This is an optimization exercise on Yosys and OpenROAD, whose aim is small area, not a production implementation. Where RTL was checked, it was by simulation tests only, not by an equivalence proof against the original. Only the layout flow was run in runs 2 to 4; the RTL was not checked for function there. The clock port is modelled as an ideal driver, which makes a skipped or thinned clock tree look cheaper than it is; a real chip needs a root buffer or a tree. Power and IR drop assume default switching activity.

<file path="flow/design.v">
module usart (
    input clk,               
    input rst_n,             
    input usart_rxp,
    output[5:0] led
);
    parameter BaudRateDiv = 234;     
    reg[$clog2(BaudRateDiv+1)-1:0] BaudRateCnt;      
    reg rx_r, rx_rr;
    always @(posedge clk) begin
        if(!rst_n) begin
            rx_r <= 1'b1;
            rx_rr <= 1'b1;
        end
        else begin
            rx_r <= usart_rxp;
            rx_rr <= rx_r;
        end
    end
    reg [5:0] led_reg;
    localparam RX_STATE_IDLE = 0;
    localparam RX_STATE_START = 1;
    localparam RX_STATE_READ = 2;
    localparam RX_STATE_STOP = 3;
    reg [1:0] status;
    reg [7:0] rx_data;
    reg [2:0] rx_cur_index;
    reg rx_data_valid;
    always @(posedge clk) begin
        if(!rst_n) begin
            BaudRateCnt <= 0;
            status <= RX_STATE_IDLE;
            rx_data <= 8'b11000000;
            rx_cur_index <= 0;
            rx_data_valid <= 1'b0;
        end
        else
        case (status)
            RX_STATE_IDLE:begin
                if(rx_rr==0) begin
                    status <= RX_STATE_START;
                    BaudRateCnt <= 0;
                    rx_data_valid <= 1'b0;
                end
            end
            RX_STATE_START:begin
                BaudRateCnt <= BaudRateCnt+1'b1;
                if(BaudRateCnt == BaudRateDiv/2 - 1) begin   
                    status <= RX_STATE_READ;
                    BaudRateCnt <= 0;    
                    rx_cur_index <= 0;
                end
            end
            RX_STATE_READ:begin
                BaudRateCnt <= BaudRateCnt+1'b1;
                if(BaudRateCnt == BaudRateDiv - 1) begin
                    rx_data <= {rx_rr, rx_data[7:1]};
                    BaudRateCnt <= 0;
                    rx_cur_index <= rx_cur_index+1'b1;
                    if(rx_cur_index == 7) begin
                        status <= RX_STATE_STOP;    
                    end
                end
            end
            RX_STATE_STOP:begin
                BaudRateCnt <= BaudRateCnt+1'b1;
                if(BaudRateCnt == BaudRateDiv-1) begin
                    status <= RX_STATE_IDLE;
                    if(rx_rr == 1'b1) begin
                        rx_data_valid <= 1'b1;
                    end
                end
            end
        endcase
    end
    always @(posedge clk ) begin
        if(!rst_n)
            led_reg <= 6'b111111;
        else if(rx_data_valid == 1) begin
            led_reg <= rx_data[5:0];
        end
    end
    assign led = ~led_reg;
endmodule
module top (
    input clk,               
    input rst_n,
    input usart_rxp,
    output[5:0] led
);
    usart usart_instance(.clk(clk), .rst_n(rst_n), .usart_rxp(usart_rxp), .led(led));
endmodule
</file>
<file path="flow/run.sh">
#!/bin/bash
# synth_recipe.tcl (not shown) runs the flow's synth.tcl, then flattens the netlist and writes it again
# the make line also repeats each setting of config.mk as NAME=value (left out here)
make -C /OpenROAD-flow-scripts/flow DESIGN_CONFIG=/design/flow/config.mk WORK_HOME=/design/flow/orfs CLKGATE_MAP_FILE= SYNTH_SCRIPT=/design/flow/synth_recipe.tcl finish
</file>
<file path="flow/config.mk">
export PLATFORM = sky130hd
export DESIGN_NAME = top
export DESIGN_NICKNAME = top
export VERILOG_FILES = /design/flow/design.v
export SDC_FILE = /design/flow/constraint.sdc
export NUM_CORES = 4
export LEC_CHECK = 0
export CAP_MARGIN = 20
export CORE_MARGIN = 2
export CORE_UTILIZATION = 40
export SLEW_MARGIN = 20
</file>
<file path="flow/constraint.sdc">
create_clock -name core_clock -period 10.0 [get_ports {clk}]
set_input_delay 2.0000 -clock core_clock [delete_from_list [all_inputs] [get_ports {clk}]]
set_output_delay 2.0000 -clock core_clock [all_outputs]
set_load 0.01 [all_outputs]
</file>
==> results of run 1 <==
## metrics by stage
step / setup WS (ns) / cells / hold slack [ns] / instance area, sq um
after floorplan: 6.98 / 172 / 0.386 / 1530
after global placement: 6.08 / 216 / 0.395 / 1610
after detailed placement: 6.00 / 216 / 0.408 / 1610
after CTS: 6.30 / 224 / 0.425 / 1700
after global routing: 6.77 / 224 / 0.438 / 1700
final: 6.84 / 224 / 0.424 / 1700
## path summary, 6_finish.rpt
kind,cells past startpoint,end,slack [ns]
worst min-delay path,1,usart_instance.rx_rr,0.42
worst max-delay path,2,led[3],6.84
worst max register to register,6,usart_instance.BaudRateCnt[5],7.77
worst min register to register,1,usart_instance.rx_rr,0.42
## final cells by class
| cell class | count | area (sq um) |
|---|---|---|
| Clock inverter | 2 | 12.5 |
| Fill cell | 363 | 1960 |
| Timing Repair Buffer | 8 | 75.1 |
| Multi-Input combinational cell | 117 | 817 |
| Tap cell | 48 | 60.1 |
| Sequential cell | 30 | 601 |
| Clock buffer | 6 | 82.6 |
| Inverter | 13 | 48.8 |
## metal layers
layer	vias up	global-route usage	routed length (um)
met5	-	0	0
li1	618	-	-
met2	27	0.270	1360
met4	0	0.0469	17
met3	2	0.0562	114
met1	553	0.189	1420
## where the power goes
group	internal, mW	total (mW)	leakage [nW]	switching (mW)
sequential	0.123	0.127	0.243	0.00387
combinational	0.0179	0.0576	0.384	0.0398
clock	0.0552	0.102	0.0472	0.0463
## cell families (layout without fill, tap and decap cells)
logic type,count (synthesis),after routing
buffers and inverters,25,29
multiplexers,9,9
adder cells (fa/ha/maj),9,9
AO/OA/AOI/OAI,39,39
flip-flops,30,30
AND/OR/NAND/NOR,60,60
## cell usage in the layout, fill, tap and decap left out, drive strengths merged, types with 2 or more instances in the layout
master / instances
nor4: 2
o22ai: 2
o211ai: 13
o2111a: 2
a21oi: 2
or3: 2
nor4b: 2
o21bai: 2
clkdlybuf4s50: 7
nor4bb: 2
nand3: 6
nand2b: 4
nor2b: 7
inv: 13
o21ai: 5
nand2: 28
ha: 9
a21boi: 2
clkbuf: 6
mux2i: 9
dfxtp: 30
o311ai: 2
## critical path: cells and delay by family (launching register included)
family                 cells  cell delay (ns)
buffers and inverters      2             0.59
DFF                        1             0.30
==> results.py, run 1 <==
metrics = {
    "worst_setup_path": {
        "required_ns": 8.00,
        "end_kind": "primary output",
        "worst_setup_path_start_kind": "flop",
        "critical-path-max-stage-delay_ns": 0.53,
        "crit_path_cell_trace": "inv_1, clkdlybuf4s50_1",
        "crit_type": "reg -> out",
        "crit_fanout": 2,
        "critPathLaunch": "usart_instance.led_reg[3]",
        "cp_data_arrival_time_ns": 1.16,
        "critPathSlowestCell": "clkdlybuf4s50_1",
        "rr_startpoint": "usart_instance.BaudRateCnt[1]",
    },
    "cells_and_area": {
        "area_growth_pct": 11.0,
        "n_antenna_cell": 0,
        "drive_gt1_frac": 0.0682,
        "nets": 187,
        "utilization": 0.463,
    },
    "status": {
        "status": "complete, no violations",
    },
    "global_routing": {
        "grt_pass1_wl_um": 5250,
        "gr-total-overflow": 0,
        "grt_pass1_vias": 1205,
        "grt_max_degree": 37,
        "antenna_found_initial": 0,
        "grt_usage": 0.159,
    },
    "power": {
        "powerDensity_mw_per_mm2": 169,
        "power.leakage_nw": 0.674,
        "max-vdd-ir-drop_mv": 0.116,
        "p_total_uw": 286,
    },
    "logic_synthesis": {
        "synth-xor-area-share": 0,
        "synth_area_sq_mm": 0.00153,
        "synth_async_sr_flop_share": 0,
        "yosys.area.top_type_share": 0.393,
        "synthAdderAreaFrac": 0.0736,
        "synth_area_leaders": "dfxtp_1, ha_1, nand2_1",
        "synth-main-ff-cell": "dfxtp_1",
        "ys.warnings.count": 1,
        "synth-edff-count": 0,
        "synth_compound_area_frac": 0.190,
        "synth_cell_types": 43,
        "synth_seq_cells": 30,
        "synth_top_family_by_area": "simple AND/OR/NAND/NOR gates",
        "synthMuxAreaShare": 0.0589,
        "postSynthAreaPerCell_sq_um": 8.89,
        "ys_top_cells_by_count": "dfxtp_1, nand2_1, inv_1, o211ai_1",
        "synth_simple_gate_area_frac": 0.212,
        "netlist_instances": 172,
        "synth.largest_area_cell": "dfxtp_1",
        "synth_most_common_cell": "dfxtp_1",
        "synth_fp_nets": 184,
        "yosysSeqAreaShare": 0.393,
    },
    "die": {
        "row_count": 22,
        "ios": 9,
        "die_h_um": 65.8,
        "die_w_um": 65.8,
        "dieArea_sq_mm": 0.00433,
        "initial_utilization": 0.418,
        "coreArea_sq_mm": 0.00366,
    },
    "route": {
        "wirelength_um": 2910,
        "wl_per_cell_um": 13.0,
        "drt_pass1_iterations": 4,
        "drt-initial-drc-count": 67,
        "via_count": 1200,
        "ant_nets": 0,
        "vias_per_cell": 5.36,
        "drc": 0,
    },
    "timing": {
        "hold_viol": 0,
        "period_share": 0.316,
        "timing.fmax_mhz": 316,
        "tightestPinTransition_ns": 0.796,
        "min_period_ns": 3.16,
        "maxSlewViolCount": 0,
        "rsz0062_at_grt": "false",
        "slew_headroom": 0.469,
        "finalSetupViolations": 0,
        "timing.setup.tns_ns": 0,
        "fin_skew_ns": 0.00730,
    },
    "hold_path": {
        "hp-class": "reg -> reg",
        "min_from": "usart_instance.rx_r",
    },
    "placement": {
        "hpwl_um": 2000,
        "portBuffers": 8,
        "routabilityCongestion": 0.814,
    },
    "clock_tree": {
        "worstSkewPairLatency_ns": 0.28,
        "cts_resized": 0,
        "clock_path_buffers": 2,
        "postCtsSetupBuffers": 0,
        "hold_buffers": 0,
        "cts_sinks": 30,
        "cts.clk_slew.worst_paths_ns": 0.07,
        "h-tree-depth": 2,
        "cts_buffers": 5,
        "tritoncts": "yes",
        "cts_root_buf": "clkbuf_8",
    },
    "flow_run": {
        "cap_viol_max_count": 0,
    },
}
==> run 2: changes to the inputs <==
==> flow/design.v (replaced) <==
module usart (
    input clk,
    input rst_n,
    input usart_rxp,
    output [5:0] led
);
    reg rx1;                 
    reg [6:0] t;             
    reg [4:0] ph;            
    reg [5:0] sr;            
    reg pend;                
    reg [5:0] ledq;
    wire tend = (t[6:2] == 5'b01010);    
    wire idle = (ph == 5'd0);
    wire adv  = idle ? ~rx1 : tend;
    wire last = (ph == 5'd19);           
    wire shift = adv & ph[0] & ~ph[4] & ~(ph[3] & ph[2] & ph[1]);
    wire load = pend & (~idle | t[6]);
    always @(posedge clk)
        rx1 <= usart_rxp | ~rst_n;
    always @(posedge clk)
        t <= adv ? 7'd21 : {~t[5:0], t[0] ^ t[6]};
    always @(posedge clk) begin
        if (!rst_n || (adv && last)) ph <= 5'd0;
        else if (adv) ph <= ph + 5'd1;
    end
    always @(posedge clk)
        if (shift) sr <= {~rx1, sr[5:1]};
    always @(posedge clk)
        pend <= rst_n & ((adv & last & rx1) | (pend & ~load));
    always @(posedge clk) begin
        if (!rst_n) ledq <= 6'd0;
        else if (load) ledq <= sr;
    end
    assign led = ledq;
endmodule
module top (
    input clk,
    input rst_n,
    input usart_rxp,
    output [5:0] led
);
    usart usart_instance(.clk(clk), .rst_n(rst_n), .usart_rxp(usart_rxp), .led(led));
endmodule
--- a/flow/config.mk
+++ b/flow/config.mk
@@ -5,7 +5,11 @@
 export SDC_FILE = /design/flow/constraint.sdc
 export NUM_CORES = 4
 export LEC_CHECK = 0
+export ABC_CLOCK_PERIOD_IN_PS = 10000
 export CAP_MARGIN = 20
 export CORE_MARGIN = 2
 export CORE_UTILIZATION = 40
+export CTS_BUF_LIST = sky130_fd_sc_hd__clkbuf_8
+export CTS_CLUSTER_DIAMETER = 100
+export CTS_CLUSTER_SIZE = 30
 export SLEW_MARGIN = 20
==> run 2 against run 1 <==
Against the previous run: setup slack improved by 0.026 ns; highest routed layer unchanged; critical endpoint is now led[4]; critical path type unchanged; largest power group unchanged; still clean; clock power is 16% lower; via count is 45% lower.
==> results.py, run 2 <==
metrics = {
    "status": {
        "status": "complete, no violations",
    },
    "clock_tree": {
        "hold_buffers": 0,
        "worstSkewPairLatency_ns": 0.26,
        "cts_root_buf": "clkbuf_8",
        "cts_buffers": 3,
        "cts_resized": 0,
        "clock_path_buffers": 2,
        "cts.clk_slew.worst_paths_ns": 0.09,
        "tritoncts": "yes",
        "cts_sinks": 26,
        "h-tree-depth": 1,
        "postCtsSetupBuffers": 0,
    },
    "hold_path": {
        "hp-class": "reg -> reg",
        "min_from": "usart_instance.t[1]",
    },
    "timing": {
        "timing.fmax_mhz": 319,
        "tightestPinTransition_ns": 0.367,
        "period_share": 0.314,
        "hold_viol": 0,
        "fin_skew_ns": 0.00160,
        "fin_ws_ns": 6.86,
        "min_period_ns": 3.14,
        "rsz0062_at_grt": "false",
        "timing.setup.tns_ns": 0,
        "maxSlewViolCount": 0,
        "finalSetupViolations": 0,
        "slew_headroom": 0.754,
    },
    "die": {
        "initial_utilization": 0.420,
        "coreArea_sq_mm": 0.00245,
        "ios": 9,
        "row_count": 18,
        "die_w_um": 54.8,
        "dieArea_sq_mm": 0.00300,
        "die_h_um": 54.8,
    },
    "logic_synthesis": {
        "netlist_instances": 93,
        "synth_area_leaders": "dfxtp_1, edfxtp_1, mux2i_1",
        "ys_top_cells_by_count": "dfxtp_1, nor2_1, nor2b_1",
        "synth_area_sq_mm": 0.00103,
        "synth.largest_area_cell": "dfxtp_1",
        "synth_seq_cells": 26,
        "synth-edff-count": 6,
        "synth_fp_nets": 98,
        "yosysSeqAreaShare": 0.563,
        "yosys.area.top_type_share": 0.388,
        "ys.warnings.count": 1,
        "synth_async_sr_flop_share": 0,
        "synth_cell_types": 29,
        "synth_most_common_cell": "dfxtp_1",
        "synth-main-ff-cell": "dfxtp_1",
        "postSynthAreaPerCell_sq_um": 11.1,
    },
    "power": {
        "powerDensity_mw_per_mm2": 190,
        "max-vdd-ir-drop_mv": 0.112,
        "power.leakage_nw": 0.492,
    },
    "cells_and_area": {
        "final_common_cell": "dfxtp_1",
        "n_antenna_cell": 0,
        "final_cell_mix": "dfxtp_1, nor2_1, nor2b_1, clkdlybuf4s50_1",
        "regArea_sq_um": 581,
        "fill_cells": 220,
        "drive_gt1_frac": 0.0874,
        "nets": 109,
        "multi_input_area_sq_um": 409,
        "top_register": "usart_instance.t",
        "area_growth_pct": 16.5,
        "largest_register_ffs": 7,
    },
    "worst_setup_path": {
        "end_kind": "primary output",
        "critPathTopFamily": "buffers and inverters",
        "crit_fanout": 2,
        "critPathSlowestCell": "clkdlybuf4s50_1",
        "worst_setup_path_start_kind": "flop",
        "required_ns": 8.00,
        "rr_startpoint": "usart_instance.ph[0]",
        "crit_path_cell_trace": "clkdlybuf4s50_1",
        "critPathLaunch": "usart_instance.ledq[4]",
        "critical-path-max-stage-delay_ns": 0.53,
        "critPathBufInv": 1,
        "crit_type": "reg -> out",
        "cp_data_arrival_time_ns": 1.14,
    },
    "route": {
        "wl_per_cell_um": 12.7,
        "drc": 0,
        "vias_per_cell": 5.00,
        "drt-initial-drc-count": 11,
        "drt_pass1_iterations": 4,
        "ant_nets": 0,
        "via_count": 665,
        "wirelength_um": 1690,
    },
    "placement": {
        "place_ws_ns": 6.77,
        "routabilityCongestion": 0.815,
        "portBuffers": 8,
        "hpwl_um": 1240,
    },
    "global_routing": {
        "grt_usage": 0.136,
        "gr-total-overflow": 0,
        "grt_max_degree": 16,
        "grt_pass1_wl_um": 2840,
        "grt_pass1_vias": 659,
        "antenna_found_initial": 0,
    },
    "flow_run": {
        "cap_viol_max_count": 0,
    },
}
-- run 2: cell count changes after synthesis, sizes merged, moves of 3 or more --
| cell | delta |
|---|---|
| clkbuf | -7 |
| dfxtp | -10 |
| edfxtp | +6 |
| ha | -7 |
| inv | -9 |
| mux2i | -3 |
| nand2 | -22 |
| nand3 | -5 |
| nor2 | +8 |
| nor3 | +3 |
| o211ai | -13 |
| o21ai | -3 |
-- run 2: logic make-up after synthesis --
logic type	Yosys count	synth area share
AO/OA/AOI/OAI	12	0.0886
XOR/XNOR	2	0.0170
AND/OR/NAND/NOR	38	0.209
adder cells (fa/ha/maj)	2	0.0243
buffers and inverters	7	0.0400
multiplexers	6	0.0583
flip-flops	26	0.563
-- run 2: path summary, 6_finish.rpt --
check                    endpoint  slack, ns  cells after the start
max                        led[4]       6.86                      1
min           usart_instance.t[2]       0.39                      1
max reg2reg  usart_instance.sr[1]       7.88                      7
min reg2reg   usart_instance.t[2]       0.39                      1
-- run 2: cell type report --
class / count / share of cell area
Sequential cell: 26 / 0.483
Multi-Input combinational cell: 60 / 0.341
Clock buffer: 3 / 0.0344
Tap cell: 30 / 0.0313
Timing Repair Buffer: 9 / 0.0729
Inverter: 4 / 0.0125
Clock inverter: 1 / 0.0250
-- run 2: stage by stage --
step	hold slack [ns]	instances	util	power, mW	cell area [sq um]
2_1_floorplan	0.343	93	-	0.141	1030
3_3_place_gp	0.351	129	0.460	0.144	1130
3_5_place_dp	0.363	129	0.460	0.145	1130
4_1_cts	0.385	133	0.489	0.230	1200
5_1_grt	0.399	133	0.489	0.237	1200
6_report	0.386	133	0.489	0.228	1200
-- run 2: report_power, final --
group	total, mW	switching (mW)	internal (mW)	leakage (nW)
sequential	0.126	0.00816	0.118	0.218
clock	0.0856	0.0321	0.0535	0.0357
combinational	0.0159	0.00785	0.00803	0.239
-- run 2: worst register-to-register path: stages, from the launching register on --
cell and delay [ns]:
dfxtp_1 0.34, inv_1 0.11, ha_1 0.15, or4b_4 0.52, and4_1 0.26, nor2_1 0.24, nor4_1 0.09, buf_4 0.17
-- run 2: routing by layer --
metal | wire length (um) | GRT usage | vias to the layer above
met5 | 0 | 0 | -
met4 | 10 | 0.0750 | 0
met3 | 45 | 0.0246 | 2
met2 | 824 | 0.228 | 5
met1 | 813 | 0.162 | 318
li1 | - | - | 340
==> run 3: changes to the inputs <==
==> flow/flow/run.sh (new file) <==
#!/bin/bash
# Own layout flow: the standard flow with three changes.
#  - ports are buffered with the smallest buffer (buf_1);
#  - clock tree: one cluster of clkbuf_8, no dummy loads;
#  - after placement every combinational cell is swapped for the smallest
#    cell of the same function (the design has ample slack at 10 ns).
set -euo pipefail
export BUFFER_PORTS_ARGS="-buffer_cell sky130_fd_sc_hd__buf_1"
export CTS_ARGS="-sink_clustering_enable -repair_clock_nets -buf_list sky130_fd_sc_hd__clkbuf_8 -dont_use_dummy_load -sink_clustering_size 50 -sink_clustering_max_diameter 300"
bash standard.sh synth floorplan place > std_place.log 2>&1
R=orfs/results/sky130hd/top/base
ODB_IN=$R/3_place.odb SDC_IN=$R/3_place.sdc openroad -no_init -exit flow/downsize.tcl > downsize.log 2>&1
bash standard.sh > std_finish.log 2>&1
==> flow/flow/downsize.tcl (new file) <==
# Swap every combinational cell of the placed design for the smallest cell of
# the same function (same name but drive suffix), then legalise the placement.
set p $::env(FLOW_HOME)/platforms/sky130hd
read_lef $p/lef/sky130_fd_sc_hd.tlef
read_lef $p/lef/sky130_fd_sc_hd_merged.lef
read_liberty $p/lib/sky130_fd_sc_hd__tt_025C_1v80.lib
read_db $::env(ODB_IN)
read_sdc $::env(SDC_IN)
set db [ord::get_db]
set masters {}
foreach lib [$db getLibs] {
  foreach m [$lib getMasters] { dict set masters [$m getName] $m }
}
set n 0
foreach inst [[ord::get_db_block] getInsts] {
  set m [$inst getMaster]
  set name [$m getName]
  if {![regexp {^(sky130_fd_sc_hd__[a-z0-9]+)_([0-9]+)$} $name -> base drv]} continue
  if {[regexp {df|edf|sdf|dl|tap|fill|decap|conb|clkbuf|clkinv|dly} $base]} continue
  set best $name
  set ba [expr {[$m getWidth]*[$m getHeight]}]
  foreach d {0 1 2} {
    set c ${base}_$d
    if {![dict exists $masters $c]} continue
    set cm [dict get $masters $c]
    set a [expr {[$cm getWidth]*[$cm getHeight]}]
    if {$a < $ba} { set best $c; set ba $a }
  }
  if {$best ne $name} {
    puts "resize [$inst getName] $name -> $best"
    replace_cell [$inst getName] $best
    incr n
  }
}
puts "downsized $n cells"
detailed_placement
check_placement -verbose
write_db $::env(ODB_IN)
==> flow/standard.sh (new file) <==
#!/bin/bash
# synth_recipe.tcl (not shown) runs the flow's synth.tcl, then flattens the netlist and writes it again
# the make line also repeats each setting of config.mk as NAME=value (left out here)
make -C /OpenROAD-flow-scripts/flow DESIGN_CONFIG=/design/flow/config.mk WORK_HOME=/design/flow/orfs CLKGATE_MAP_FILE= SYNTH_SCRIPT=/design/flow/synth_recipe.tcl "${@:-finish}"
--- a/flow/config.mk
+++ b/flow/config.mk
@@ -9,7 +9,4 @@
 export CAP_MARGIN = 20
 export CORE_MARGIN = 2
 export CORE_UTILIZATION = 40
-export CTS_BUF_LIST = sky130_fd_sc_hd__clkbuf_8
-export CTS_CLUSTER_DIAMETER = 100
-export CTS_CLUSTER_SIZE = 30
 export SLEW_MARGIN = 20
removed: flow/run.sh
==> run 3 against run 2 <==
Against the previous run: first-iteration DRC count grew 27%; final area shrank 8.9%; sequential cell count is the same; worst hold slack lost 0.015 ns; global-route usage is essentially flat; sequential share of layout area grew 4.7 points; power shrank 14%; critical path depth is the same; final cell count shrank 0.75%.
==> results.py, run 3 <==
metrics = {
    "clock_tree": {
        "cts_root_buf": "clkbuf_8",
        "tritoncts": "yes",
        "cts.clk_slew.worst_paths_ns": 0.09,
        "h-tree-depth": 1,
        "postCtsSetupBuffers": 0,
        "clock_path_buffers": 2,
        "cts_sinks": 26,
        "cts_resized": 0,
        "cts_buffers": 3,
        "hold_buffers": 0,
        "worstSkewPairLatency_ns": 0.27,
    },
    "logic_synthesis": {
        "postSynthAreaPerCell_sq_um": 11.1,
        "netlist_instances": 93,
        "synth_cell_types": 29,
        "synth_fp_nets": 98,
        "synth_seq_cells": 26,
        "synth.largest_area_cell": "dfxtp_1",
        "synth-edff-count": 6,
        "yosys.area.top_type_share": 0.388,
        "ys.warnings.count": 1,
        "ys_top_cells_by_count": "dfxtp_1, nor2_1, nor2b_1",
        "synth_async_sr_flop_share": 0,
        "synth_area_sq_mm": 0.00103,
        "synth_area_leaders": "dfxtp_1, edfxtp_1, mux2i_1",
        "synth-main-ff-cell": "dfxtp_1",
        "yosysSeqAreaShare": 0.563,
        "synth_most_common_cell": "dfxtp_1",
    },
    "worst_setup_path": {
        "r2r_end": "usart_instance.sr[0]",
        "reg2regPathDepth": 7,
        "worst_setup_path_start_kind": "flop",
        "crit_type": "reg -> out",
        "worst-path-stages": 1,
        "critical-path-max-stage-delay_ns": 0.34,
        "required_ns": 8.00,
        "rr_startpoint": "usart_instance.ph[0]",
        "end_kind": "primary output",
        "cp_data_arrival_time_ns": 0.76,
        "critPathTopFamily": "flip-flops",
        "critPathBufInv": 1,
        "crit_path_cell_trace": "buf_1",
        "crit_fanout": 2,
        "r2r_slack_ns": 7.51,
        "critPathSlowestCell": "dfxtp_1",
    },
    "placement": {
        "routabilityCongestion": 0.779,
        "portBuffers": 8,
        "hpwl_um": 1220,
    },
    "hold_path": {
        "hp-class": "reg -> reg",
        "holdPathEnd": "usart_instance.t[2]",
        "min_from": "usart_instance.t[1]",
        "hold_depth": 1,
    },
    "timing": {
        "slew_headroom": 0.534,
        "timing.setup.tns_ns": 0,
        "period_share": 0.276,
        "min_period_ns": 2.76,
        "hold_viol": 0,
        "timing.fmax_mhz": 362,
        "hold-worst-slack_ns": 0.371,
        "rsz0062_at_grt": "false",
        "tightestPinTransition_ns": 0.694,
        "finalSetupViolations": 0,
        "maxSlewViolCount": 0,
        "fin_skew_ns": 0.0164,
    },
    "global_routing": {
        "grt_pass1_wl_um": 2730,
        "grt_pass1_vias": 613,
        "grt_usage": 0.136,
        "antenna_found_initial": 0,
        "gr-total-overflow": 0,
        "grt_max_degree": 16,
    },
    "route": {
        "drc": 0,
        "ant_nets": 0,
        "wl_per_cell_um": 12.4,
        "drt_pass1_iterations": 4,
        "via_count": 681,
        "vias_per_cell": 5.16,
        "drt-initial-drc-count": 14,
        "wirelength_um": 1640,
    },
    "status": {
        "status": "complete, no violations",
    },
    "cells_and_area": {
        "n_antenna_cell": 0,
        "final_common_cell": "dfxtp_1",
        "top_register": "usart_instance.t",
        "final_cell_mix": "dfxtp_1, nor2_1, buf_1, nor2b_1",
        "fill_cells": 246,
        "drive_gt1_frac": 0.0392,
        "largest_register_ffs": 7,
        "nets": 109,
        "area_growth_pct": 6.19,
    },
    "power": {
        "max-vdd-ir-drop_mv": 0.115,
        "powerDensity_mw_per_mm2": 179,
        "pwr-share-seq": 0.643,
        "p_sw_uw": 44.0,
        "clockPowerShare": 0.286,
        "power.leakage_nw": 0.454,
        "pwr-share-comb": 0.071,
        "p_int_uw": 152,
        "p_sw_frac": 0.224,
        "p_total_uw": 196,
    },
    "die": {
        "initial_utilization": 0.420,
        "row_count": 18,
        "die_h_um": 54.8,
        "coreArea_sq_mm": 0.00245,
        "dieArea_sq_mm": 0.00300,
        "die_w_um": 54.8,
        "ios": 9,
    },
    "flow_run": {
        "cap_viol_max_count": 0,
    },
}
## run 3: cell families (layout without fill, tap and decap cells)
| family | after synthesis | after routing | share of synthesized area |
|---|---|---|---|
| DFF | 26 | 26 | 0.563 |
| and+or+nand+nor | 38 | 38 | 0.209 |
| adders and majority gates | 2 | 2 | 0.0243 |
| xor gates and xnor gates | 2 | 2 | 0.0170 |
| buffers and inverters | 7 | 16 | 0.0400 |
| muxes | 6 | 6 | 0.0583 |
| AOI/OAI and AO/OA | 12 | 12 | 0.0886 |
## run 3: power by group through the flow
stage               Combinational (mW)  Clock (mW)  Sequential, mW
finish                          0.0140      0.0561           0.126
global route                    0.0163      0.0614           0.128
CTS                             0.0143      0.0588           0.126
detailed placement              0.0152           0           0.129
global placement                0.0147           0           0.129
floorplan                       0.0134           0           0.127
## run 3: per-layer routing
metal | routed length (um) | share of wire | track usage
met4 | 35 | 0.021 | 0.100
met1 | 750 | 0.46 | 0.164
met2 | 779 | 0.48 | 0.214
met5 | 0 | 0 | 0
met3 | 72 | 0.044 | 0.0246
## run 3: worst max-delay path by stage
stage	from	endpoint
after floorplan	rst_n	usart_instance.ph[4]
after global placement	rst_n	usart_instance.ph[0]
after detailed placement	rst_n	usart_instance.ph[0]
after CTS	usart_instance.ledq[4]	led[4]
after global routing	usart_instance.ledq[5]	led[5]
final	usart_instance.ledq[4]	led[4]
## run 3: per-stage QoR
stage	utilization	cells	worst slack [ns]	cell area, sq um
after floorplan	-	93	7.54	1030
after global placement	0.440	129	7.16	1080
after detailed placement	0.440	129	7.13	1080
after CTS	0.446	132	7.22	1090
after global routing	0.446	132	7.17	1090
final	0.446	132	7.24	1090
## run 3: layout make-up
type,count,area (sq um),area share
flip-flops and latches,26,581,0.530
well taps,30,37.5,0.0343
inverters,4,15.0,0.0137
clock buffers,3,41.3,0.0377
multi-input cells,60,387,0.353
repair buffers,9,33.8,0.0309
==> run 4: changes to the inputs <==
==> flow/flow/run.sh (replaced) <==
#!/bin/bash
# Own layout flow: the standard flow (standard.sh) with these changes.
#  - ports are buffered with the smallest buffer (buf_1);
#  - after placement every combinational cell is swapped for the smallest
#    cell of the same function (the design has ample slack at 10 ns);
#  - the clock tree is collapsed to one clkbuf_16 that drives every register.
set -euo pipefail
export BUFFER_PORTS_ARGS="-buffer_cell sky130_fd_sc_hd__buf_1"
export CTS_ARGS="-sink_clustering_enable -repair_clock_nets -buf_list sky130_fd_sc_hd__clkbuf_8 -dont_use_dummy_load"
R=orfs/results/sky130hd/top/base
bash standard.sh synth floorplan place > std_place.log 2>&1
ODB_IN=$R/3_place.odb SDC_IN=$R/3_place.sdc openroad -no_init -exit flow/downsize.tcl > downsize.log 2>&1
bash standard.sh cts > std_cts.log 2>&1
ODB_IN=$R/4_cts.odb SDC_IN=$R/4_cts.sdc openroad -no_init -exit flow/clock.tcl > clock.log 2>&1
bash standard.sh > std_finish.log 2>&1
==> flow/flow/clock.tcl (new file) <==
# Collapse the clock tree that CTS built to its root buffer, sized up to
# clkbuf_16: every leaf buffer is removed and its sinks move to the root's
# net, so all registers get the clock from one buffer (no skew between them).
set p $::env(FLOW_HOME)/platforms/sky130hd
read_lef $p/lef/sky130_fd_sc_hd.tlef
read_lef $p/lef/sky130_fd_sc_hd_merged.lef
read_liberty $p/lib/sky130_fd_sc_hd__tt_025C_1v80.lib
read_db $::env(ODB_IN)
read_sdc $::env(SDC_IN)
source $p/setRC.tcl
set block [ord::get_db_block]
set root [$block findInst clkbuf_0_clk]
set rootnet [[$root findITerm X] getNet]
foreach inst [$block getInsts] {
  set n [$inst getName]
  if {$n eq "clkbuf_0_clk" || ![string match clkbuf_* $n]} continue
  set onet [[$inst findITerm X] getNet]
  foreach it [$onet getITerms] {
    if {[$it isOutputSignal]} continue
    $it disconnect
    $it connect $rootnet
  }
  [$inst findITerm A] disconnect
  [$inst findITerm X] disconnect
  odb::dbInst_destroy $inst
  odb::dbNet_destroy $onet
}
replace_cell clkbuf_0_clk sky130_fd_sc_hd__clkbuf_16
detailed_placement
check_placement -verbose
estimate_parasitics -placement
report_clock_skew
report_worst_slack -max
report_worst_slack -min
write_db $::env(ODB_IN)
==> run 4 against run 3 <==
Against the previous run: worst hold slack gained 0.0018 ns; area after synthesis unchanged; final cell count shrank 1.5%; sequential power hardly changed; final area down 1.5%; first-iteration DRC count did not move; clock power fell by 24%; critical path depth rose by 2; setup slack better by 0.082 ns; global-route usage increased by 2.0 points; power down 7.0%.
==> results.py, run 4 <==
metrics = {
    "logic_synthesis": {
        "ys_top_cells_by_count": "dfxtp_1, nor2_1, nor2b_1",
        "synth_simple_gate_area_frac": 0.209,
        "synth_async_sr_flop_share": 0,
        "synthMuxAreaShare": 0.0583,
        "synthAdderAreaFrac": 0.0243,
        "synth-main-ff-cell": "dfxtp_1",
        "yosysSeqAreaShare": 0.563,
        "synth_seq_cells": 26,
        "synth-xor-area-share": 0.0170,
        "synth_fp_nets": 98,
        "postSynthAreaPerCell_sq_um": 11.1,
        "synth_area_sq_mm": 0.00103,
        "synth_top_family_by_area": "simple AND/OR/NAND/NOR gates",
        "synth_most_common_cell": "dfxtp_1",
        "synth_compound_area_frac": 0.0886,
        "synth_cell_types": 29,
        "ys.warnings.count": 1,
        "yosys.area.top_type_share": 0.388,
        "synth.largest_area_cell": "dfxtp_1",
        "synth-edff-count": 6,
        "synth_area_leaders": "dfxtp_1, edfxtp_1, mux2i_1",
        "netlist_instances": 93,
    },
    "cells_and_area": {
        "area_growth_pct": 4.61,
        "final_common_cell": "dfxtp_1",
        "top_register": "usart_instance.t",
        "n_antenna_cell": 0,
        "largest_register_ffs": 7,
        "nets": 107,
        "drive_gt1_frac": 0.0200,
        "final_cell_mix": "dfxtp_1, nor2_1, buf_1, nor2b_1",
    },
    "clock_tree": {
        "cts_resized": 0,
        "cts_sinks": 26,
        "postCtsSetupBuffers": 0,
        "hold_buffers": 0,
        "worstSkewPairLatency_ns": 0.16,
        "cts.clk_slew.worst_paths_ns": 0.09,
    },
    "worst_setup_path": {
        "required_ns": 10.09,
        "crit_fanout": 12,
        "crit_type": "in -> reg",
        "end_kind": "flop",
        "worst_setup_path_start_kind": "input pin",
        "cp_data_arrival_time_ns": 2.77,
    },
    "timing": {
        "timing.setup.tns_ns": 0,
        "slew_headroom": 0.535,
        "tightestPinTransition_ns": 0.693,
        "finalSetupViolations": 0,
        "rsz0062_at_grt": "false",
        "hold_viol": 0,
        "fin_skew_ns": 0.00698,
        "period_share": 0.268,
        "maxSlewViolCount": 0,
        "timing.fmax_mhz": 373,
        "min_period_ns": 2.68,
    },
    "flow_run": {
        "cap_viol_max_count": 0,
    },
    "status": {
        "status": "complete, no violations",
    },
    "placement": {
        "hpwl_um": 1220,
        "routabilityCongestion": 0.779,
        "portBuffers": 8,
    },
    "route": {
        "wirelength_um": 1620,
        "drc": 0,
        "ant_nets": 0,
        "drt_pass1_iterations": 4,
        "vias_per_cell": 5.22,
        "via_count": 678,
        "drt-initial-drc-count": 14,
        "wl_per_cell_um": 12.5,
    },
    "global_routing": {
        "antenna_found_initial": 0,
        "grt_max_degree": 27,
        "grt_usage": 0.156,
        "gr-total-overflow": 0,
        "grt_pass1_vias": 592,
        "grt_pass1_wl_um": 2710,
    },
    "power": {
        "power.leakage_nw": 0.445,
        "p_total_uw": 182,
        "powerDensity_mw_per_mm2": 169,
        "max-vdd-ir-drop_mv": 0.110,
    },
    "die": {
        "dieArea_sq_mm": 0.00300,
        "initial_utilization": 0.420,
        "ios": 9,
        "die_h_um": 54.8,
        "die_w_um": 54.8,
        "row_count": 18,
        "coreArea_sq_mm": 0.00245,
    },
    "hold_path": {
        "hp-class": "reg -> reg",
    },
}
==> run 4: cell families after synthesis <==
kind of cell	Yosys count
mux	6
xor+xnor	2
fa+ha+maj	2
buf+inv	7
simple gates	38
compound gates	12
flops	26
==> run 4: cell type report <==
cell class / instances / area, sq um
fill: 247 / 1380
sequential: 26 / 581
multi-input combinational: 60 / 387
tap: 30 / 37.5
timing repair buffer: 9 / 33.8
clock buffer: 1 / 25.0
inverter: 4 / 15.0
==> run 4: worst max-delay path: stages <==
cell	delay, ns
buf_1	0.32
a21bo_2	0.29
nor3_1	0.16
==> run 4: routing by layer <==
layer  track usage  vias to the layer above  part of all wire
met2         0.258                       16              0.50
li1              -                      338                 -
met3        0.0246                        2             0.036
met1         0.211                      322              0.45
met4        0.0375                        0             0.012
met5             0                        -                 0
==> run 4: worst paths after layout <==
kind | start | end | slack [ns] | cells after the start
worst max register to register | usart_instance.ph[0] | usart_instance.sr[2] | 7.50 | 7
worst min-delay path | usart_instance.t[1] | usart_instance.t[2] | 0.37 | 1
worst min register to register | usart_instance.t[1] | usart_instance.t[2] | 0.37 | 1
worst max-delay path | rst_n | usart_instance.ph[0] | 7.32 | 3
==> run 4: report_power, final <==
group          leakage [nW]  internal, mW  total [mW]  switching (mW)
combinational         0.214       0.00685      0.0140         0.00711
clock                0.0123        0.0184      0.0425          0.0241
sequential            0.218         0.118       0.126         0.00761
==> run 4: per-stage QoR <==
| stage | cell area [sq um] | instances | setup WS (ns) | hold WS [ns] | utilization |
|---|---|---|---|---|---|
| 6_report | 1080 | 130 | 7.32 | 0.373 | 0.439 |
| 4_1_cts | 1090 | 132 | 7.22 | 0.376 | 0.446 |
| 2_1_floorplan | 1030 | 93 | 7.54 | 0.343 | - |
| 5_1_grt | 1080 | 130 | 7.22 | 0.391 | 0.439 |
| 3_5_place_dp | 1080 | 129 | 7.13 | 0.354 | 0.440 |
| 3_3_place_gp | 1080 | 129 | 7.16 | 0.349 | 0.440 |
==> run 5: changes to the inputs <==
==> flow/design.v (replaced) <==
module usart (
    input clk,
    input rst_n,
    input usart_rxp,
    output [5:0] led
);
    reg rx1;                 
    reg [6:0] t;             
    reg h;                   
    reg [4:0] j;             
    reg [5:0] sr;            
    reg pend;                
    reg [5:0] ledq;
    wire tend = (t[6:2] == 5'b01010);    
    wire idle = ~h & ~j[4] & ~j[0];
    wire adv  = idle ? ~rx1 : tend;
    wire last = j[4] & ~j[3];            
    wire shift = adv & h & (~j[4] | j[1]);
    wire load = pend & (~idle | t[6]);
    always @(posedge clk)
        rx1 <= usart_rxp | ~rst_n;
    always @(posedge clk)
        t <= adv ? 7'd21 : {~t[5:0], t[0] ^ t[6]};
    always @(posedge clk)
        h <= rst_n & (h ^ adv);
    always @(posedge clk) begin
        if (!rst_n) j <= 5'd0;
        else if (adv & h) j <= {j[3:0], ~j[4]};
    end
    always @(posedge clk)
        if (shift) sr <= {~rx1, sr[5:1]};
    always @(posedge clk)
        pend <= rst_n & ((adv & h & last & rx1) | (pend & ~load));
    always @(posedge clk) begin
        if (!rst_n) ledq <= 6'd0;
        else if (load) ledq <= sr;
    end
    assign led = ledq;
endmodule
module top (
    input clk,
    input rst_n,
    input usart_rxp,
    output [5:0] led
);
    usart usart_instance(.clk(clk), .rst_n(rst_n), .usart_rxp(usart_rxp), .led(led));
endmodule
==> flow/flow/run.sh (replaced) <==
#!/bin/bash
# Own layout flow: the standard flow (standard.sh) with these changes.
#  - synthesis is the standard synthesis (synth_recipe.tcl, same registers)
#    except that ABC maps the logic with an area-oriented script
#    (flow/abc_area.script, used through ABC_AREA=1 and a copy of ORFS's
#    scripts folder that differs only in that file);
#  - ports are buffered with the smallest buffer (buf_1);
#  - after placement every combinational cell is swapped for the smallest
#    cell of the same function (the design has ample slack at 10 ns);
#  - the clock tree is collapsed to one clock buffer that drives every
#    register, the smallest clkbuf that keeps their clock slew low.
set -euo pipefail
export BUFFER_PORTS_ARGS="-buffer_cell sky130_fd_sc_hd__buf_1"
export CTS_ARGS="-sink_clustering_enable -repair_clock_nets -buf_list sky130_fd_sc_hd__clkbuf_8 -dont_use_dummy_load"
R=orfs/results/sky130hd/top/base
rm -rf scripts_abc
cp -r "$FLOW_HOME/scripts" scripts_abc
cp flow/abc_area.script scripts_abc/abc_area.script
sed "s|\"\${@:-finish}\"|SCRIPTS_DIR=$PWD/scripts_abc ABC_AREA=1 \"\${@:-finish}\"|" standard.sh > synth.sh
bash synth.sh synth > synth.log 2>&1
bash standard.sh floorplan place > std_place.log 2>&1
ODB_IN=$R/3_place.odb SDC_IN=$R/3_place.sdc openroad -no_init -exit flow/downsize.tcl > downsize.log 2>&1
bash standard.sh cts > std_cts.log 2>&1
ODB_IN=$R/4_cts.odb SDC_IN=$R/4_cts.sdc CLK_SLEW_TARGET=${CLK_SLEW_TARGET:-0.105} openroad -no_init -exit flow/clock.tcl > clock.log 2>&1
bash standard.sh > std_finish.log 2>&1
==> flow/flow/abc_area.script (new file) <==
strash
dc2
dch -f
amap
--- a/flow/flow/clock.tcl
+++ b/flow/flow/clock.tcl
@@ -1,5 +1,6 @@
-# Collapse the clock tree that CTS built to its root buffer, sized up to
-# clkbuf_16: every leaf buffer is removed and its sinks move to the root's
+# Collapse the clock tree that CTS built to its root buffer, sized to the
+# smallest clkbuf that gives the registers a clock slew below
+# CLK_SLEW_TARGET (ns): every leaf buffer is removed and its sinks move to the root's
 # net, so all registers get the clock from one buffer (no skew between them).
 set p $::env(FLOW_HOME)/platforms/sky130hd
 read_lef $p/lef/sky130_fd_sc_hd.tlef
@@ -25,8 +26,33 @@
   odb::dbInst_destroy $inst
   odb::dbNet_destroy $onet
 }
-replace_cell clkbuf_0_clk sky130_fd_sc_hd__clkbuf_16
-detailed_placement
+# move the root buffer to the middle of the registers it drives
+set sx 0; set sy 0; set sn 0
+foreach it [$rootnet getITerms] {
+  if {[$it isOutputSignal]} continue
+  set bb [[$it getInst] getBBox]
+  set sx [expr {$sx + ([$bb xMin] + [$bb xMax]) / 2}]
+  set sy [expr {$sy + ([$bb yMin] + [$bb yMax]) / 2}]
+  incr sn
+}
+$root setLocation [expr {$sx / $sn}] [expr {$sy / $sn}]
+
+proc clk_slew {} {
+  estimate_parasitics -placement
+  set mx 0
+  foreach pin [get_pins -hierarchical */CLK] {
+    set s [get_property $pin slew_max]
+    if {$s > $mx} { set mx $s }
+  }
+  return $mx
+}
+foreach size {4 8 16} {
+  replace_cell clkbuf_0_clk sky130_fd_sc_hd__clkbuf_$size
+  detailed_placement
+  set s [clk_slew]
+  puts "clock root clkbuf_$size: worst register clock slew $s"
+  if {$s < $::env(CLK_SLEW_TARGET)} break
+}
 check_placement -verbose
 estimate_parasitics -placement
 report_clock_skew
==> run 5 against run 4 <==
Against the previous run: critical path depth stayed put; largest cell class unchanged; setup slack worse by 0.045 ns; sequential power is 3% higher; sequential cell count increased by 1; critical path type unchanged; still clean; worst hold slack improved by 0.0012 ns; first-iteration DRC count grew to 3.6 times the previous value; combinational power shrank 7%; power up 2.7%; count of clock-buffer cells in the layout unchanged; final cell count is 17% lower; largest power group unchanged; synthesized cell count down 23%; global-route usage down 0.75 points.
==> results.py, run 5 <==
metrics = {
    "timing": {
        "fin_skew_ns": 0.00407,
        "maxSlewViolCount": 0,
        "hold-worst-slack_ns": 0.374,
        "finalSetupViolations": 0,
        "tightestPinTransition_ns": 0.760,
        "timing.setup.tns_ns": 0,
        "period_share": 0.273,
        "min_period_ns": 2.73,
        "slew_headroom": 0.488,
        "hold_viol": 0,
        "timing.fmax_mhz": 367,
        "rsz0062_at_grt": "false",
    },
    "logic_synthesis": {
        "synth_simple_gate_area_frac": 0.0984,
        "synth_compound_area_frac": 0.158,
        "synth-xor-area-share": 0,
        "yosysSeqAreaShare": 0.695,
        "netlist_instances": 72,
        "synth_async_sr_flop_share": 0,
        "synth_area_leaders": "dfxtp_1, edfxtp_1, o221a_1",
        "synth_top_family_by_area": "compound AO/OA/AOI/OAI gates",
        "synth.largest_area_cell": "dfxtp_1",
        "synthMuxAreaShare": 0,
        "postSynthAreaPerCell_sq_um": 12.0,
        "synth_most_common_cell": "dfxtp_1",
        "synth_seq_cells": 27,
        "synth_area_sq_um": 865,
        "synth_fp_nets": 76,
        "synthAdderAreaFrac": 0.0145,
        "ys_top_cells_by_count": "dfxtp_1, nor2_1, clkinv_1",
        "synth-edff-count": 6,
        "ys.warnings.count": 1,
        "synth_cell_types": 18,
        "synth-main-ff-cell": "dfxtp_1",
        "yosys.area.top_type_share": 0.486,
    },
    "power": {
        "pwr-share-comb": 0.070,
        "pwr-share-seq": 0.695,
        "clockPowerShare": 0.235,
        "power.leakage_nw": 0.337,
        "p_sw_uw": 39.7,
        "p_int_uw": 148,
        "max-vdd-ir-drop_mv": 0.126,
        "powerDensity_mw_per_mm2": 196,
        "p_sw_frac": 0.212,
    },
    "worst_setup_path": {
        "r2r_end": "usart_instance.sr[1]",
        "critical-path-max-stage-delay_ns": 0.29,
        "crit_type": "in -> reg",
        "worst_setup_path_start_kind": "input pin",
        "cp_data_arrival_time_ns": 2.79,
        "critPathSlowestCell": "buf_1",
        "crit_path_cell_trace": "buf_1, clkinv_1, or2_0",
        "required_ns": 10.06,
        "end_kind": "flop",
        "r2r_slack_ns": 7.47,
        "rr_startpoint": "usart_instance.j[4]",
        "crit_fanout": 9,
        "critPathLaunch": "rst_n",
        "cp-endpoint": "usart_instance.rx1",
        "reg2regPathDepth": 7,
    },
    "clock_tree": {
        "postCtsSetupBuffers": 0,
        "hold_buffers": 0,
        "worstSkewPairLatency_ns": 0.16,
        "cts_sinks": 27,
        "cts.clk_slew.worst_paths_ns": 0.10,
        "cts_resized": 0,
    },
    "global_routing": {
        "gr-total-overflow": 0,
        "grt_pass1_wl_um": 2200,
        "top_usage_layer": "met2",
        "grt_pass1_vias": 467,
        "antenna_found_initial": 0,
        "grt_usage": 0.148,
        "grt_max_degree": 28,
        "use_met1": 0.222,
        "use_met2": 0.226,
        "grt_use_met3": 0.0357,
    },
    "cells_and_area": {
        "final_common_cell": "dfxtp_1",
        "fin_cells": 108,
        "largest_register_ffs": 7,
        "nets": 87,
        "n_antenna_cell": 0,
        "drive_gt1_frac": 0.0123,
        "utilization": 0.476,
        "top_register": "usart_instance.t",
        "area_growth_pct": 10.3,
        "final_cell_mix": "dfxtp_1, nor2_1, clkinv_1, buf_1, o221a_1",
    },
    "hold_path": {
        "hp-class": "reg -> reg",
    },
    "route": {
        "wirelength_um": 1340,
        "vias_per_cell": 5.21,
        "wl_per_cell_um": 12.4,
        "via_count": 563,
        "drt-initial-drc-count": 50,
        "ant_nets": 0,
        "drc": 0,
        "drt_pass1_iterations": 5,
    },
    "status": {
        "status": "complete, no violations",
    },
    "die": {
        "dieArea_sq_mm": 0.00255,
        "die_w_um": 50.5,
        "coreArea_sq_mm": 0.00200,
        "initial_utilization": 0.432,
        "die_h_um": 50.5,
        "ios": 9,
        "row_count": 16,
    },
    "placement": {
        "portBuffers": 8,
        "hpwl_um": 956,
        "dp.cells": 107,
        "routabilityCongestion": 0.695,
    },
    "flow_run": {
        "cap_viol_max_count": 0,
    },
}
[run 5: changes by cell type after synthesis, moves of 4 or more]
| cell | delta |
|---|---|
| nor2b_1 | -7 |
| mux2i_1 | -6 |
| nor2_1 | +4 |
| inv_1 | -4 |
| o221a_1 | +7 |
| clkinv_1 | +8 |
[run 5: per-stage QoR]
stage               power (mW)  cell area, sq um  setup WS (ns)
floorplan                0.142               865           7.56
global placement         0.145               928           7.10
detailed placement       0.146               928           7.08
CTS                      0.200               970           7.23
global route             0.197               953           7.15
finish                   0.187               953           7.27
[run 5: power groups by stage]
stage / clock (mW) / sequential, mW / combinational, mW
global placement: 0 / 0.132 / 0.0129
CTS: 0.0563 / 0.130 / 0.0134
floorplan: 0 / 0.131 / 0.0106
global route: 0.0502 / 0.132 / 0.0151
finish: 0.0440 / 0.130 / 0.0130
detailed placement: 0 / 0.133 / 0.0133
[run 5: cells by family after synthesis]
family	Yosys count
DFF	27
and+or+nand+nor	20
AOI/OAI and AO/OA	16
buffers and inverters	8
adders and majority gates	1
[run 5: layer usage]
layer	part of all wire	routed length, um
met1	0.47	636
met2	0.44	588
met3	0.071	96
met4	0.016	22
met5	0	0
[run 5: critical path, delay by kind of cell]
kind                   cells  cell delay [ns]
buffers and inverters      2             0.53
and+or+nand+nor            1             0.26
[run 5: layout make-up]
class	count	area [sq um]
Clock buffer	1	25.0
Fill cell	198	1050
Inverter	8	30.0
Multi-Input combinational cell	37	234
Sequential cell	27	601
Tap cell	27	33.8
Timing Repair Buffer	8	30.0
[run 5: how the worst min path moves through the flow]
stage                        startpoint                  end  slack, ns  cells past startpoint
finish              usart_instance.t[1]  usart_instance.t[2]       0.37                      1
global route        usart_instance.t[1]  usart_instance.t[2]       0.40                      1
CTS                 usart_instance.t[1]  usart_instance.t[2]       0.37                      1
detailed placement  usart_instance.t[1]  usart_instance.t[2]       0.35                      1
global placement    usart_instance.t[1]  usart_instance.t[2]       0.35                      1
floorplan           usart_instance.t[1]  usart_instance.t[2]       0.34                      1
==> run 6: changes to the inputs <==
--- a/flow/config.mk
+++ b/flow/config.mk
@@ -8,5 +8,6 @@
 export ABC_CLOCK_PERIOD_IN_PS = 10000
 export CAP_MARGIN = 20
 export CORE_MARGIN = 2
-export CORE_UTILIZATION = 40
+export CORE_UTILIZATION = 20
+export PLACE_DENSITY = 0.7
 export SLEW_MARGIN = 20
==> run 6 against run 5 <==
Against the previous run: still clean on timing, DRC and antenna; final area is 3.0% higher; sequential cell count stayed put; utilization is 24 points lower; critical path depth stayed put; clock skew is 0.0019 ns lower; register-to-register slack hardly changed; power is 0.21% lower; count of clock-buffer cells in the layout stayed put; sequential power hardly changed; via count is 1.2% lower; clock power is 2% lower; highest routed layer unchanged.
==> results.py, run 6 <==
metrics = {
    "timing": {
        "hold-worst-slack_ns": 0.370,
        "timing.fmax_mhz": 361,
        "tightestPinTransition_ns": 0.726,
        "finalSetupViolations": 0,
        "hold_viol": 0,
        "min_period_ns": 2.77,
        "period_share": 0.277,
        "maxSlewViolCount": 0,
        "fin_skew_ns": 0.00221,
        "timing.setup.tns_ns": 0,
        "slew_headroom": 0.511,
        "rsz0062_at_grt": "false",
    },
    "logic_synthesis": {
        "synth_simple_gate_area_frac": 0.0984,
        "synth_top_family_by_area": "compound AO/OA/AOI/OAI gates",
        "yosys.area.top_type_share": 0.486,
        "synth_cell_types": 18,
        "yosysSeqAreaShare": 0.695,
        "ys_top_cells_by_count": "dfxtp_1, nor2_1, clkinv_1",
        "synth-edff-count": 6,
        "synth_fp_nets": 76,
        "ys.warnings.count": 1,
        "synth_async_sr_flop_share": 0,
        "synthMuxAreaShare": 0,
        "synth-xor-area-share": 0,
        "synth_seq_cells": 27,
        "synth_area_leaders": "dfxtp_1, edfxtp_1, o221a_1",
        "synth_most_common_cell": "dfxtp_1",
        "netlist_instances": 72,
        "synth_compound_area_frac": 0.158,
        "synth-main-ff-cell": "dfxtp_1",
        "synth.largest_area_cell": "dfxtp_1",
        "synth_area_sq_um": 865,
        "synthAdderAreaFrac": 0.0145,
        "postSynthAreaPerCell_sq_um": 12.0,
    },
    "power": {
        "p_int_uw": 148,
        "pwr-share-seq": 0.698,
        "clockPowerShare": 0.231,
        "p_sw_frac": 0.210,
        "power.leakage_nw": 0.337,
        "pwr-share-comb": 0.072,
        "powerDensity_mw_per_mm2": 190,
        "max-vdd-ir-drop_mv": 0.0727,
        "p_sw_uw": 39.3,
    },
    "global_routing": {
        "grt_pass1_wl_um": 2220,
        "grt_max_degree": 28,
        "grt_pass1_vias": 514,
        "antenna_found_initial": 0,
        "grt_usage": 0.0687,
        "gr-total-overflow": 0,
    },
    "route": {
        "drt_pass1_iterations": 6,
        "drt-initial-drc-count": 85,
        "wl_per_cell_um": 10.4,
        "via_count": 556,
        "vias_per_cell": 4.24,
        "ant_nets": 0,
        "wirelength_um": 1370,
        "drc": 0,
    },
    "worst_setup_path": {
        "end_kind": "flop",
        "crit_path_cell_trace": "buf_1, clkinv_1, or2_0",
        "crit_fanout": 9,
        "critical-path-max-stage-delay_ns": 0.30,
        "cp_data_arrival_time_ns": 2.82,
        "required_ns": 10.05,
        "crit_type": "in -> reg",
        "worst_setup_path_start_kind": "input pin",
        "critPathSlowestCell": "buf_1",
    },
    "cells_and_area": {
        "fin_cells": 131,
        "top_register": "usart_instance.t",
        "final_cell_mix": "dfxtp_1, nor2_1, clkinv_1, buf_1, o221a_1",
        "area_growth_pct": 13.6,
        "nets": 87,
        "n_antenna_cell": 0,
        "regArea_sq_um": 601,
        "final_area_sq_um": 982,
        "largest_register_ffs": 7,
        "multi_input_area_sq_um": 234,
        "final_common_cell": "dfxtp_1",
        "drive_gt1_frac": 0.0123,
        "fill_cells": 436,
    },
    "placement": {
        "portBuffers": 8,
        "dp.cells": 130,
        "hpwl_um": 1020,
        "routabilityCongestion": 0.679,
        "dpl_cell_area_sq_um": 957,
    },
    "die": {
        "ios": 9,
        "coreArea_sq_mm": 0.00409,
        "die_h_um": 69.8,
        "row_count": 23,
        "dieArea_sq_mm": 0.00487,
        "die_w_um": 69.8,
        "initial_utilization": 0.212,
    },
    "clock_tree": {
        "postCtsSetupBuffers": 0,
        "worstSkewPairLatency_ns": 0.16,
        "hold_buffers": 0,
        "cts_sinks": 27,
        "cts.clk_slew.worst_paths_ns": 0.09,
        "cts_resized": 0,
    },
    "flow_run": {
        "cap_viol_max_count": 0,
    },
    "status": {
        "status": "complete, no violations",
    },
    "hold_path": {
        "hp-class": "reg -> reg",
    },
}
[run 6: cell counts after synthesis]
Identical to the previous run, type by type.
[run 6: logic make-up after synthesis]
| kind of cell | after synthesis |
|---|---|
| DFF | 27 |
| and+or+nand+nor | 20 |
| AOI/OAI and AO/OA | 16 |
| buffers and inverters | 8 |
| adders and majority gates | 1 |
[run 6: path summary, 6_finish.rpt]
check                       from              endpoint  slack [ns]  cells past startpoint
max                        rst_n    usart_instance.rx1        7.23                      3
min          usart_instance.t[1]   usart_instance.t[2]        0.37                      1
max reg2reg  usart_instance.j[4]  usart_instance.sr[5]        7.48                      7
min reg2reg  usart_instance.t[1]   usart_instance.t[2]        0.37                      1
[run 6: power by group through the flow]
stage                     Combinational (mW)  Sequential, mW  Clock (mW)
after floorplan                       0.0106           0.131           0
after global placement                0.0127           0.132           0
after detailed placement              0.0138           0.133           0
after CTS                             0.0139           0.131      0.0585
after global routing                  0.0158           0.132      0.0475
final                                 0.0134           0.130      0.0431
[run 6: area by class of cell]
type | count | share of cell area
sequential | 27 | 0.611
multi-input combinational | 37 | 0.238
tap | 50 | 0.0637
timing repair buffer | 8 | 0.0306
inverter | 8 | 0.0306
clock buffer | 1 | 0.0255
[run 6: worst max-delay path: cells and delay by family]
| family | cells | cell delay (ns) |
|---|---|---|
| simple gates | 1 | 0.26 |
| buf+inv | 2 | 0.56 |
[run 6: layer usage]
layer	global-route usage	wire length, um	part of all wire
met5	0	0	0
met1	0.0882	589	0.43
met4	0.0128	17	0.012
met3	0.0203	125	0.091
met2	0.115	636	0.47
[run 6: through the flow]
stage                util  worst slack [ns]  power (mW)
floorplan               -              7.56       0.142
global placement    0.234              7.12       0.145
detailed placement  0.234              7.07       0.147
CTS                 0.244              7.20       0.203
global route        0.240              7.16       0.195
finish              0.240              7.23       0.187
==> run 7: changes to the inputs <==
--- a/flow/config.mk
+++ b/flow/config.mk
@@ -9,5 +9,4 @@
 export CAP_MARGIN = 20
 export CORE_MARGIN = 2
 export CORE_UTILIZATION = 20
-export PLACE_DENSITY = 0.7
 export SLEW_MARGIN = 20
==> run 7 against run 6 <==
Against the previous run: still clean on timing, DRC and antenna; worst hold slack improved by 0.0080 ns; final area did not move; clock skew rose by 0.0062 ns; highest routed layer unchanged.
==> results.py, run 7 <==
metrics = {
    "clock_tree": {
        "cts_resized": 0,
        "cts.clk_slew.worst_paths_ns": 0.10,
        "hold_buffers": 0,
        "postCtsSetupBuffers": 0,
        "cts_sinks": 27,
        "worstSkewPairLatency_ns": 0.16,
    },
    "worst_setup_path": {
        "cp_data_arrival_time_ns": 2.82,
        "reg2regPathDepth": 7,
        "end_kind": "flop",
        "crit_path_cell_trace": "buf_1, clkinv_1, or2_0",
        "critPathSlowestCell": "buf_1",
        "critical-path-max-stage-delay_ns": 0.30,
        "required_ns": 10.06,
        "crit_type": "in -> reg",
        "worst_setup_path_start_kind": "input pin",
        "crit_fanout": 9,
    },
    "logic_synthesis": {
        "ys.warnings.count": 1,
        "synth_area_sq_um": 865,
        "synth-edff-count": 6,
        "netlist_instances": 72,
        "synth.largest_area_cell": "dfxtp_1",
        "synth_most_common_cell": "dfxtp_1",
        "synth_area_leaders": "dfxtp_1, edfxtp_1, o221a_1",
        "synth_async_sr_flop_share": 0,
        "yosys.area.top_type_share": 0.486,
        "synth_fp_nets": 76,
        "synth_cell_types": 18,
        "ys_top_cells_by_count": "dfxtp_1, nor2_1, clkinv_1",
        "postSynthAreaPerCell_sq_um": 12.0,
        "yosysSeqAreaShare": 0.695,
        "synth_seq_cells": 27,
        "synth-main-ff-cell": "dfxtp_1",
    },
    "cells_and_area": {
        "fill_cells": 443,
        "nets": 87,
        "largest_register_ffs": 7,
        "n_antenna_cell": 0,
        "final_common_cell": "dfxtp_1",
        "area_growth_pct": 13.6,
        "final_cell_mix": "dfxtp_1, nor2_1, clkinv_1, buf_1, o221a_1",
        "drive_gt1_frac": 0.0123,
        "top_register": "usart_instance.t",
    },
    "die": {
        "ios": 9,
        "initial_utilization": 0.212,
        "coreArea_sq_mm": 0.00409,
        "die_h_um": 69.8,
        "die_w_um": 69.8,
        "row_count": 23,
        "dieArea_sq_mm": 0.00487,
    },
    "flow_run": {
        "cap_viol_max_count": 0,
    },
    "timing": {
        "fin_skew_ns": 0.00842,
        "hold_viol": 0,
        "slew_headroom": 0.392,
        "hold-worst-slack_ns": 0.378,
        "timing.fmax_mhz": 362,
        "rsz0062_at_grt": "false",
        "maxSlewViolCount": 0,
        "period_share": 0.276,
        "timing.setup.tns_ns": 0,
        "tightestPinTransition_ns": 0.903,
        "min_period_ns": 2.76,
        "finalSetupViolations": 0,
    },
    "global_routing": {
        "gr-total-overflow": 0,
        "antenna_found_initial": 0,
        "grt_pass1_vias": 543,
        "grt_pass1_wl_um": 2500,
        "grt_max_degree": 28,
        "grt_usage": 0.0774,
    },
    "hold_path": {
        "hp-class": "reg -> reg",
        "hold_depth": 1,
    },
    "route": {
        "drc": 0,
        "wirelength_um": 1460,
        "via_count": 555,
        "drt-initial-drc-count": 79,
        "wl_per_cell_um": 11.2,
        "ant_nets": 0,
        "vias_per_cell": 4.24,
        "drt_pass1_iterations": 4,
    },
    "power": {
        "powerDensity_mw_per_mm2": 191,
        "max-vdd-ir-drop_mv": 0.0792,
        "power.leakage_nw": 0.337,
    },
    "placement": {
        "routabilityCongestion": 0.780,
        "portBuffers": 8,
    },
    "status": {
        "status": "complete, no violations",
    },
}
## run 7: cell counts in the layout (fill, tap and decap cells not counted)
No cell type changed its count.
## run 7: final timing paths
kind	endpoint	slack [ns]	from
setup / recovery	usart_instance.rx1	7.24	rst_n
hold reg to reg	usart_instance.t[2]	0.38	usart_instance.t[1]
hold / removal	usart_instance.t[2]	0.38	usart_instance.t[1]
setup reg to reg	usart_instance.sr[0]	7.44	usart_instance.j[4]
## run 7: cell type report
class                   count  area, sq um  share of cell area
well taps                  50         62.6              0.0637
clock buffers               1         25.0              0.0255
flip-flops and latches     27          601               0.611
multi-input cells          37          234               0.238
repair buffers              8         30.0              0.0306
inverters                   8         30.0              0.0306
## run 7: cells by family (layout without fill, tap and decap cells)
logic type      Yosys count  after routing  share of synthesized area
simple gates             20             20                     0.0984
compound gates           16             16                      0.158
buf+inv                   8             17                     0.0347
fa+ha+maj                 1              1                     0.0145
flops                    27             27                      0.695
## run 7: routing by layer
layer  vias up  GRT usage  share of wire
met5         -          0              0
met4         0     0.0128         0.0089
met3         2     0.0218          0.064
met2        19      0.121           0.46
met1       256      0.108           0.47
li1        278          -              -
## run 7: worst max-delay path, delay by kind of cell
kind,cells,cell delay [ns]
buf+inv,2,0.55
simple gates,1,0.26
## run 7: through the flow
stage               utilization  area (sq um)  total power [mW]  cells  worst slack, ns
detailed placement        0.234           957             0.147    130             7.05
global placement          0.234           957             0.145    130             7.09
floorplan                     -           865             0.142     72             7.56
finish                    0.240           982             0.187    131             7.24
CTS                       0.244           998             0.203    133             7.22
global route              0.240           982             0.198    131             7.14
## run 7: report_power, final
group / internal [mW] / switching [mW] / total (mW)
combinational: 0.00582 / 0.00754 / 0.0134
sequential: 0.123 / 0.00696 / 0.130
clock: 0.0184 / 0.0252 / 0.0437

## static timing again, ports no longer ideal
In the flow no input, the clock included, has a driving cell. The finished layouts below were timed again as built, in two steps. Step 1 sets driving cells, clkbuf_16 on the clock port and buf_2 on the other inputs (assumed; they add their load-dependent delay and slew). Step 2 times the ports against the registers' clock, not the clock port: input delays grow and output delays shrink by t, the midpoint of the rising clock arrivals with the driver on. Slacks: ideal ports / drivers / drivers and shift; pairs: ideal ports / drivers.
run | t (ns) | slack for setup (ns) | worst setup path after step 2 | worst data-port slew with drivers (ns) | pins driven straight from the clock port
run 1 | 0.303 | 6.835 / 6.810 / 6.836 | input to register | 0.03 | 1
run 2 | 0.285 | 6.861 / 6.840 / 6.766 | input to register | 0.03 | 1
run 3 | 0.285 | 7.236 / 7.213 / 7.124 | input to register | 0.03 | 1
run 4 | 0.181 | 7.318 / 7.320 / 7.140 | input to register | 0.03 | 1
run 5 | 0.185 | 7.273 / 7.277 / 7.092 | input to register | 0.03 | 1
run 6 | 0.183 | 7.233 / 7.236 / 7.053 | input to register | 0.03 | 1
run 7 | 0.185 | 7.240 / 7.246 / 7.060 | input to register | 0.03 | 1
After both steps setup and hold are still met in every run listed. For run 5, which loses most, drivers alone change the setup slack by +0.004 ns; drivers and shift together by -0.181 ns.
